From an optimization exercise on the open Yosys and OpenROAD flow, aimed at small area and a short achievable clock period; shortcuts taken in it are not production practice. RTL that was checked went through simulation tests only; none was proved equivalent to the original.

## run A
// div32p2
module div32p2(
    input  wire [63:0] x,
    input  wire [31:0] d,
    output wire [31:0] q,
    output wire [31:0] r,
    input  wire        clk,
    input  wire        rstn);
Size in the first run: roughly 12000 cells after synthesis, about 62000 sq um of cells after synthesis.
clock: 95.0 ns
lec_check: 0
abc_area: 1
cap_margin: 50
core_margin: 2
core_utilization: 38
gpl_timing_driven: 0
place_density: 0.85
slew_margin: 70
synth_hierarchical: 1
standard.sh (not shown) runs the stock make flow with config.mk's settings and CLKGATE_MAP_FILE= SYNTH_SCRIPT=/design/flow/synth_recipe.tcl, a recipe that flattens the netlist after the stock synthesis.
==> flow/flow/run.sh <==
#!/bin/bash
# The standard layout (the standard.sh, synthesis unchanged), except that the port
# buffers that placement inserts on every input and output are sky130_fd_sc_hd__buf_2
# instead of the delay cell clkdlybuf4s50_1 the default picks.
set -euo pipefail
export BUFFER_PORTS_ARGS="-buffer_cell sky130_fd_sc_hd__buf_2"
bash standard.sh > standard.log 2>&1
Relative to run A, the following input files were edited for run B:
# run A
export LEC_CHECK = 0
export ABC_AREA = 1
export CAP_MARGIN = 50
export CORE_MARGIN = 2
export CORE_UTILIZATION = 38
export GPL_TIMING_DRIVEN = 0
export PLACE_DENSITY = 0.85
export SLEW_MARGIN = 70
export SYNTH_HIERARCHICAL = 1
create_clock -name core_clock -period 95.0 [get_ports {clk}]
# run B
export LEC_CHECK = 0
export ABC_AREA = 1
export CAP_MARGIN = 45
export CORE_MARGIN = 2
export CORE_UTILIZATION = 45
export GPL_TIMING_DRIVEN = 0
export PLACE_DENSITY = 0.85
export SLEW_MARGIN = 65
export SYNTH_HIERARCHICAL = 1
create_clock -name core_clock -period 95.0 [get_ports {clk}]
## What came out
- Run B ended with every stage complete and zero timing, DRC or antenna violations.
- Going from run A to run B, number of buffers and inverters on the critical path grows by 3.
- Compared with run A, run B shows final period demand of the worst path higher by 260 ps.
- The higher post-detailed-placement cell area came out of run A.
- Going from run A to run B, the die area was shrunk.
- The higher worst slew margin relative to its limit of run A and run B is in run A.
Input-level comparison between run C and run B:
# run B
export LEC_CHECK = 0
export ABC_AREA = 1
export CAP_MARGIN = 45
export CORE_MARGIN = 2
export CORE_UTILIZATION = 45
export GPL_TIMING_DRIVEN = 0
export PLACE_DENSITY = 0.85
export SLEW_MARGIN = 65
export SYNTH_HIERARCHICAL = 1
create_clock -name core_clock -period 95.0 [get_ports {clk}]
# run C
export LEC_CHECK = 0
export ABC_AREA = 1
export CAP_MARGIN = 50
export CORE_MARGIN = 2
export CORE_UTILIZATION = 45
export GPL_TIMING_DRIVEN = 0
export PLACE_DENSITY = 0.85
export SLEW_MARGIN = 70
export SYNTH_HIERARCHICAL = 1
create_clock -name core_clock -period 95.0 [get_ports {clk}]
Findings:
Run B and run C ended up with roughly the same register share of the cell area. As far as length of routed met2 wiring is concerned, run C and run B perform about the same. Per the comparison of run C with run B, number of flops mapped to enable cells by yosys flat, total via count in the routed design comparable. Summary of run C over run B: first-pass GRT wire length went up 0.58%, core utilization of the finished layout held, final hold slack held.
The following lists how run D was set up differently from run C:
==> flow/run.sh (new file) <==
#!/bin/bash
# synth_recipe.tcl (not shown) runs the flow's synth.tcl, then flattens the netlist and writes it again
# the make line also repeats each setting of config.mk as NAME=value (left out here)
make -C /OpenROAD-flow-scripts/flow DESIGN_CONFIG=/design/flow/config.mk WORK_HOME=/design/flow/orfs CLKGATE_MAP_FILE= SYNTH_SCRIPT=/design/flow/synth_recipe.tcl finish
removed: flow/flow/run.sh
removed: flow/standard.sh
Notes after the runs:
Every run (run D and run C) finished clean. Comparing run D and run C, worst-case clock skew is higher on run C. The setup slack of run D is smaller than that of run C. Diff run C -> run D | first-pass detailed-route iteration total | increase of 2.

Setup of the previous run:
div32p2, a different RTL version from the one above (not shown whole).
Size in the first run: about 160 I/O pins.
Settings: LEC_CHECK=0, ABC_AREA=1, CAP_MARGIN=20, CORE_MARGIN=2, CORE_UTILIZATION=45, GPL_TIMING_DRIVEN=0, PLACE_DENSITY=0.6, SLEW_MARGIN=20, SYNTH_HIERARCHICAL=1; clock period 95.0 ns.
run.sh (not shown) runs the stock make flow with config.mk's settings and CLKGATE_MAP_FILE= SYNTH_SCRIPT=/design/flow/synth_recipe.tcl, a recipe that flattens the netlist after the stock synthesis.
Stock flow here: none of the scripts above is used.
The previous run finished end to end and its layout was clean on timing, DRC and antenna.
### the previous run -> the current run
--- a/flow/config.mk
+++ b/flow/config.mk
@@ -10,5 +10,5 @@
 export CORE_MARGIN = 2
-export CORE_UTILIZATION = 45
+export CORE_UTILIZATION = 70
 export GPL_TIMING_DRIVEN = 0
-export PLACE_DENSITY = 0.6
+export PLACE_DENSITY = 0.8
 export SLEW_MARGIN = 20
Notes after the runs:
- The current run against the previous run: via count now larger, post-route core utilization higher.
- Core footprint (the previous run / the current run): 1.6
- For the final design instance area without fill, the current run came in 1.2% lower than the previous run did.
- On total wirelength of the detailed-routed design, the lower figure sits with the current run, not the previous run.
- The current run — source-to-sink clock delay at the later pin of the worst-skew pair 0.02 ns lower, the previous run as reference
- The current run vs. the previous run: routed length on met3 went up by 100%.
- Between the current run and the previous run, it is the current run whose routability-driven placement congestion ratio is higher, by 0.047.
Function was not checked in any run of this note: the RTL went through the layout flow alone.

[what the ideal ports hide]
The results above use ideal ports. As a check the final layouts listed here were re-extracted and re-timed, cells and wires unchanged. Step 1: set_driving_cell puts a clkbuf_16 on clk and a buf_2 on each other input, an assumption about the parent block. Step 2, shift: input delay + t, output delay - t, t = (earliest + latest rising clock arrival at the registers) / 2. This alone moves slack from input paths to output paths. Slacks: no drivers / after step 1 / after step 2; pairs: no drivers / after step 1.
| run | t (ns) | setup slack, ns | worst hold slack (ns) | latest minus earliest clock arrival (ns) | worst register clock-pin slew, ns |
|---|---|---|---|---|---|
| run A | 0.611 | 61.846 / 61.769 / 61.888 | 0.328 / 0.328 / 0.328 | 0.020 / 0.020 | 0.09 / 0.09 |
| run B | 0.601 | 61.582 / 61.506 / 61.632 | 0.329 / 0.329 / 0.329 | 0.021 / 0.021 | 0.09 / 0.09 |
| run C | 0.615 | 61.896 / 61.820 / 61.712 | 0.329 / 0.329 / 0.329 | 0.048 / 0.049 | 0.10 / 0.10 |
| run D | 0.609 | 61.359 / 61.282 / 61.103 | 0.325 / 0.325 / 0.325 | 0.029 / 0.028 | 0.10 / 0.10 |
| the previous run | 0.617 | 60.514 / 60.514 / 60.514 | 0.321 / 0.321 / 0.321 | 0.040 / 0.041 | 0.11 / 0.11 |
| the current run | 0.609 | 59.964 / 59.964 / 59.964 | 0.334 / 0.334 / 0.334 | 0.027 / 0.027 | 0.11 / 0.11 |
After both steps every run listed still meets setup and hold. The setup slack of run D, which loses most, moves by -0.077 ns with the drivers and by -0.256 ns with both steps.
